What follows belongs to an exercise in optimizing a design on an open flow for small area; a production flow would make more cautious choices.
The RTL was checked by simulation tests, not by an equivalence proof against the original design.

==> flow/design.v <==
`timescale 1ns / 10ps
module ConvolutionStage1(
	input clk,
	input reset,
	input enable,
	input signed[16-1:0]datain1,
	input signed[16-1:0]datain2,
	input signed[16-1:0]datain3,
	input signed[16-1:0]datain4,
	input signed[16-1:0]datain5,
	input signed[16-1:0]datain6,
	input signed[16-1:0]datain7,
	input signed[16-1:0]datain8,
	input signed[16-1:0]datain9,
	input signed[16-1:0]datain10,
	output signed[16-1:0]dataout,
	output reg donesignal
	);
	wire signed [16-1:0] add1,add2,add3,add4,add5,add6,add7;
	reg signed[16-1:0]filterout1;
	reg signed[16-1:0]filterout2;
	reg signed[16-1:0]filterout3;
	reg signed[16-1:0]filterout4;
	reg signed[16-1:0]filterout5;
	reg signed[16-1:0]filterout6;
	reg signed[16-1:0]filterout7;
	reg signed[16-1:0]filterout8;
	reg signed[16-1:0]filterout9;
	reg signed[16-1:0]filterout10;
	always @(posedge clk )
	begin
	if (reset==1'b1)
	begin
		filterout1<=0;
		filterout2<=0;
		filterout3<=0;
		filterout4<=0;
		filterout5<=0;
		filterout6<=0;
		filterout7<=0;
		filterout8<=0;
		filterout9<=0;
		filterout10<=0;
		donesignal<=0;
	end
	else if(enable==1)
	begin
		filterout1<=$signed(datain1)*$signed(16'd1);
		filterout2<=$signed(datain2)*$signed(16'd2);
		filterout3<=$signed(datain3)*$signed(16'd3);
		filterout4<=$signed(datain4)*$signed(16'd0);
		filterout5<=$signed(datain5)*$signed(16'd0);
		filterout6<=$signed(datain6)*$signed(16'd1);
		filterout7<=$signed(datain7)*$signed(16'd2);
		filterout8<=$signed(datain8)*$signed(16'd3);
		filterout9<=$signed(datain9)*$signed(16'd0);
		filterout10<=$signed(datain10)*$signed(16'd0);
		donesignal<=1'b1;
	end
	else
	begin
		filterout1<=0;
		filterout2<=0;
		filterout3<=0;
		filterout4<=0;
		filterout5<=0;
		filterout6<=0;
		filterout7<=0;
		filterout8<=0;
		filterout9<=0;
		filterout10<=0;
		donesignal<=0;
	end
	end
	assign add1=filterout1+filterout2;
	assign add2=filterout3+filterout4;
	assign add3=filterout5+filterout6;
	assign add4=filterout7+filterout8;
	assign add5=filterout9+filterout10;
	assign add6=add1+add2;
	assign add7=add3+add4;
	assign dataout=add6+add7+add5;	
endmodule
==> flow/run.sh <==
#!/bin/bash
# synth_recipe.tcl (not shown) runs the flow's synth.tcl, then flattens the netlist and writes it again
# the make line also repeats each setting of config.mk as NAME=value (left out here)
make -C /OpenROAD-flow-scripts/flow DESIGN_CONFIG=/design/flow/config.mk WORK_HOME=/design/flow/orfs CLKGATE_MAP_FILE= SYNTH_SCRIPT=/design/flow/synth_recipe.tcl finish
==> flow/config.mk <==
export PLATFORM = sky130hd
export DESIGN_NAME = ConvolutionStage1
export DESIGN_NICKNAME = ConvolutionStage1
export VERILOG_FILES = /design/flow/design.v
export SDC_FILE = /design/flow/constraint.sdc
export NUM_CORES = 4
export LEC_CHECK = 0
export CAP_MARGIN = 20
export CORE_MARGIN = 2
export CORE_UTILIZATION = 40
export SLEW_MARGIN = 20
==> flow/constraint.sdc <==
create_clock -name core_clock -period 5.5 [get_ports {clk}]
set_input_delay 1.1000 -clock core_clock [delete_from_list [all_inputs] [get_ports {clk}]]
set_output_delay 1.1000 -clock core_clock [all_outputs]
set_load 0.01 [all_outputs]
==> impl_metrics.toml <==
[logic_synthesis]
synth-adder-area-share_pct = 32.5
synth_sequential_area_ratio_pct = 30.2
async_flop_share_pct = 0
muxShareOfSynthArea_pct = 0.318
synth-simple-area-share_pct = 12.3
synth_edf_count = 0
ys_warn_count = 1
synth_compound_gate_area_share_pct = 9.54
ys.flop_type = "dfxtp_1"
synth_cell_types = 47
netlist_area_mm2 = 0.00629
synthCells = 655
avgSynthCellArea_um2 = 9.61
syn_nets = 946
synth_seq_cells = 95
synth_top_family_by_area = "adder cells"
synth-xor-area-share_pct = 5.57

[setup_path]
crit_required_ns = 4.40
start_kind = "flip-flop"
slowest_delay_ns = 0.54
cp_common_cell = "inv_1"
path_cells = "inv_1 -> fa_1 -> inv_1 -> fa_1 -> inv_1 -> fa_1 -> inv_1 -> ha_1 -> inv_1 -> fa_2 -> nor2b_1 -> o21ai_1 -> a21boi_1 -> buf_4 -> o31ai_4 -> nor2_1 -> nor4_2 -> buf_2"
cp_slowest_cell = "fa_1"
critPathArrivalTime_ns = 4.21
worstSetupPathType = "reg2out"
cp-end-kind = "output port"
crit_fanout = 3

[global_route]
grt_pass1_wl_um = 20800
grt_pass1_vias = 4621
grt_max_degree = 43
grt-ovfl-total = 0
track_usage_pct = 16.0
antenna_found_initial = 0

[detailed_routing]
final_antenna_net_count = 0
firstDrtPassIters = 4
avgViaCountPerCell = 4.48
vias = 4462
wl_per_cell_um = 12.7
route.detailed.drc = 0
met2_length_um = 6420
maxUsedRoutingLayer = "met4"
met3_length_um = 326
drt_iter0_drc = 152
met1_length_um = 5770
routed_wl_um = 12700

[sta]
finalCritPeriodShare_pct = 96.6
final-setup-viol-count = 0
layout_min_cycle_time_ns = 5.31
hold_viol = 0
max-slew-margin-rel_pct = 60.9
fmax_mhz = 188
worstMarginPinSlew_ns = 0.585
finalMaxSlewViolations = 0
rsz0062_at_grt = "no"

[job]
drv_cap = 0

[clocking]
cts_hold_buf = 0
path_clk_slew_ns = 0.06
cts.sinks = 95
cts_buffers = 9
cts_tree = "built"
cts_max_level = 3
cts_root_buf = "clkbuf_16"
ctsLongestPathBuffers = 2

[floorplan]
die_h_um = 129
ios = 180
die_area_mm2 = 0.0168
rows = 45
die_x_um = 129
core_area_mm2 = 0.0153
initial_utilization_pct = 41.1

[worst_hold_path]
whs_path_depth = 2
hold_path_class = "in2reg"
holdCritStartpoint = "datain2[6]"
min_delay_worst_endpoint = "filterout2[7]"

[layout]
syn2layout_area_growth_pct = 28.5
final_cells = 996
nFillCells = 1429
antenna_cells = 0
drive_gt1_share_pct = 5.35
fin_nets = 1071
utilization_pct = 52.8

[pwr]
p_total_mw = 2.42
leakagePower_nw = 3.80
ir_drop_mv = 0.145
cellPowerDensity_mw_per_mm2 = 299

[placement]
dpl.hpwl_um = 10600
gp_congestion = 0.878
dp.cells = 976
io_buffers = 113

[status]
status = "no timing/DRC/antenna violations"
routing by layer:
metal | vias up | GRT usage, %
met1 | 2102 | 19.8
met4 | 0 | 5.50
met5 | - | 0
li1 | 2279 | -
met3 | 11 | 2.23
met2 | 70 | 28.7
logic make-up (layout without fill, tap and decap cells):
| family | after synthesis | after routing |
|---|---|---|
| buffers and inverters | 161 | 291 |
| and+or+nand+nor | 145 | 145 |
| adders and majority gates | 128 | 128 |
| DFF | 95 | 95 |
| AOI/OAI and AO/OA | 84 | 84 |
| xor gates and xnor gates | 40 | 40 |
| muxes | 2 | 2 |
cells in the final DEF, fill, tap and decap left out, drive strengths merged, types with 5 or more instances in the layout:
cell type and count:
o21ai 13, nand2 11, a21o 14, o21a 9
fa 59, a211oi 6, a21oi 18, clkbuf 13
xor2 15, nor3 6, inv 152, buf 13
xnor2 25, nor2 41, clkdlybuf4s50 103, and2 71
ha 69, dfxtp 95, o21bai 5
critical path: cells and delay by family (launching register included):
family          cells  cell delay (ns)
compound gates      3             0.50
fa+ha+maj           5             2.00
flops               1             0.31
buf+inv             7             0.63
simple gates        3             0.43
flip-flops by register name, summed over array words and instances, names as in the netlist:
signal,flops
donesignal,1
filterout1,16
filterout2,15
filterout3,16
filterout6,16
filterout7,15
filterout8,16
cell type report:
cell class | instances | area, um^2 | share of cell area (%)
clock buffers | 11 | 243 | 3.00
flip-flops and latches | 95 | 1900 | 23.5
inverters | 151 | 567 | 7.01
repair buffers | 124 | 1190 | 14.8
clock inverters | 5 | 104 | 1.28
well taps | 211 | 264 | 3.26
multi-input cells | 399 | 3810 | 47.2
worst max-delay path by stage:
stage                  start     endpoint  slack, ns
6_report       filterout3[2]  dataout[14]       0.19
5_1_grt        filterout3[2]  dataout[14]       0.02
4_1_cts        filterout3[3]  dataout[15]       0.01
3_5_place_dp   filterout3[2]  dataout[14]      -0.05
3_3_place_gp   filterout3[2]  dataout[14]       0.04
2_1_floorplan  filterout3[2]  dataout[14]       0.68
cells in the mapped netlist (2+ instances only):
cell type	number	area, um^2
nor3_1	6	30.0
xnor2_1	25	219
dfxtp_1	95	1900
ha_1	69	863
nand4_1	2	12.5
o31ai_1	3	22.5
clkbuf_1	10	37.5
o21ai_0	12	60.1
nor4_1	2	12.5
nand3_1	3	15.0
o31a_1	2	17.5
and2_1	71	444
a211oi_1	5	37.5
inv_1	151	567
a21o_1	13	97.6
mux2i_1	2	20.0
xor2_1	15	131
o21a_1	9	67.6
nor3b_1	2	15.0
o21bai_1	5	37.5
nor2b_1	3	18.8
a21oi_1	17	85.1
nand2_1	11	41.3
nor2_1	41	154
fa_1	59	1180
report_power, final:
part | switching, mW | total [mW] | internal (mW)
clock | 0.255 | 0.713 | 0.457
combinational | 0.489 | 0.966 | 0.478
sequential | 0.0152 | 0.743 | 0.728
per-stage QoR:
stage	worst slack, ns	hold WS [ns]	setup TNS (ns)	instance area, um^2
after global routing	0.0170	1.31	0	8090
after floorplan	0.676	1.22	0	6290
after global placement	0.0356	1.67	0	7700
final	0.189	1.32	0	8090
after detailed placement	-0.0487	1.67	-0.0487	7700
after CTS	0.00970	1.31	0	8090
what timing repair did:
item,in CTS,in global routing
pin swaps,3,5
gates resized for setup,18,11
buffers inserted,3,1
setup endpoints to repair,8,7

-- static timing again, ports no longer ideal --
The results above use ideal ports. As a check the final layout listed here was re-extracted and re-timed, cells and wires unchanged. Step 1: set_driving_cell puts a clkbuf_16 on clk and a buf_2 on each other input, an assumption about the parent block. Step 2 moves the port delays by t, midway between the first and last clock arrival at a register: inputs arrive t later, outputs are due t later. That takes back most of the time a late clock gives input paths. a / b / c = ideal ports / drivers / drivers and shift; a / b = the first two.
t, ns: 0.373
setup WS [ns]: 0.189 / 0.154 / 0.527
hold WS [ns]: 1.316 / 1.309 / 1.682
clock arrival spread, ns: 0.007 / 0.008
worst data-port slew with drivers (ns): 0.06
After both steps this run still meets setup and hold. The setup slack of this run moves by -0.035 ns with the drivers and by +0.338 ns with both steps.
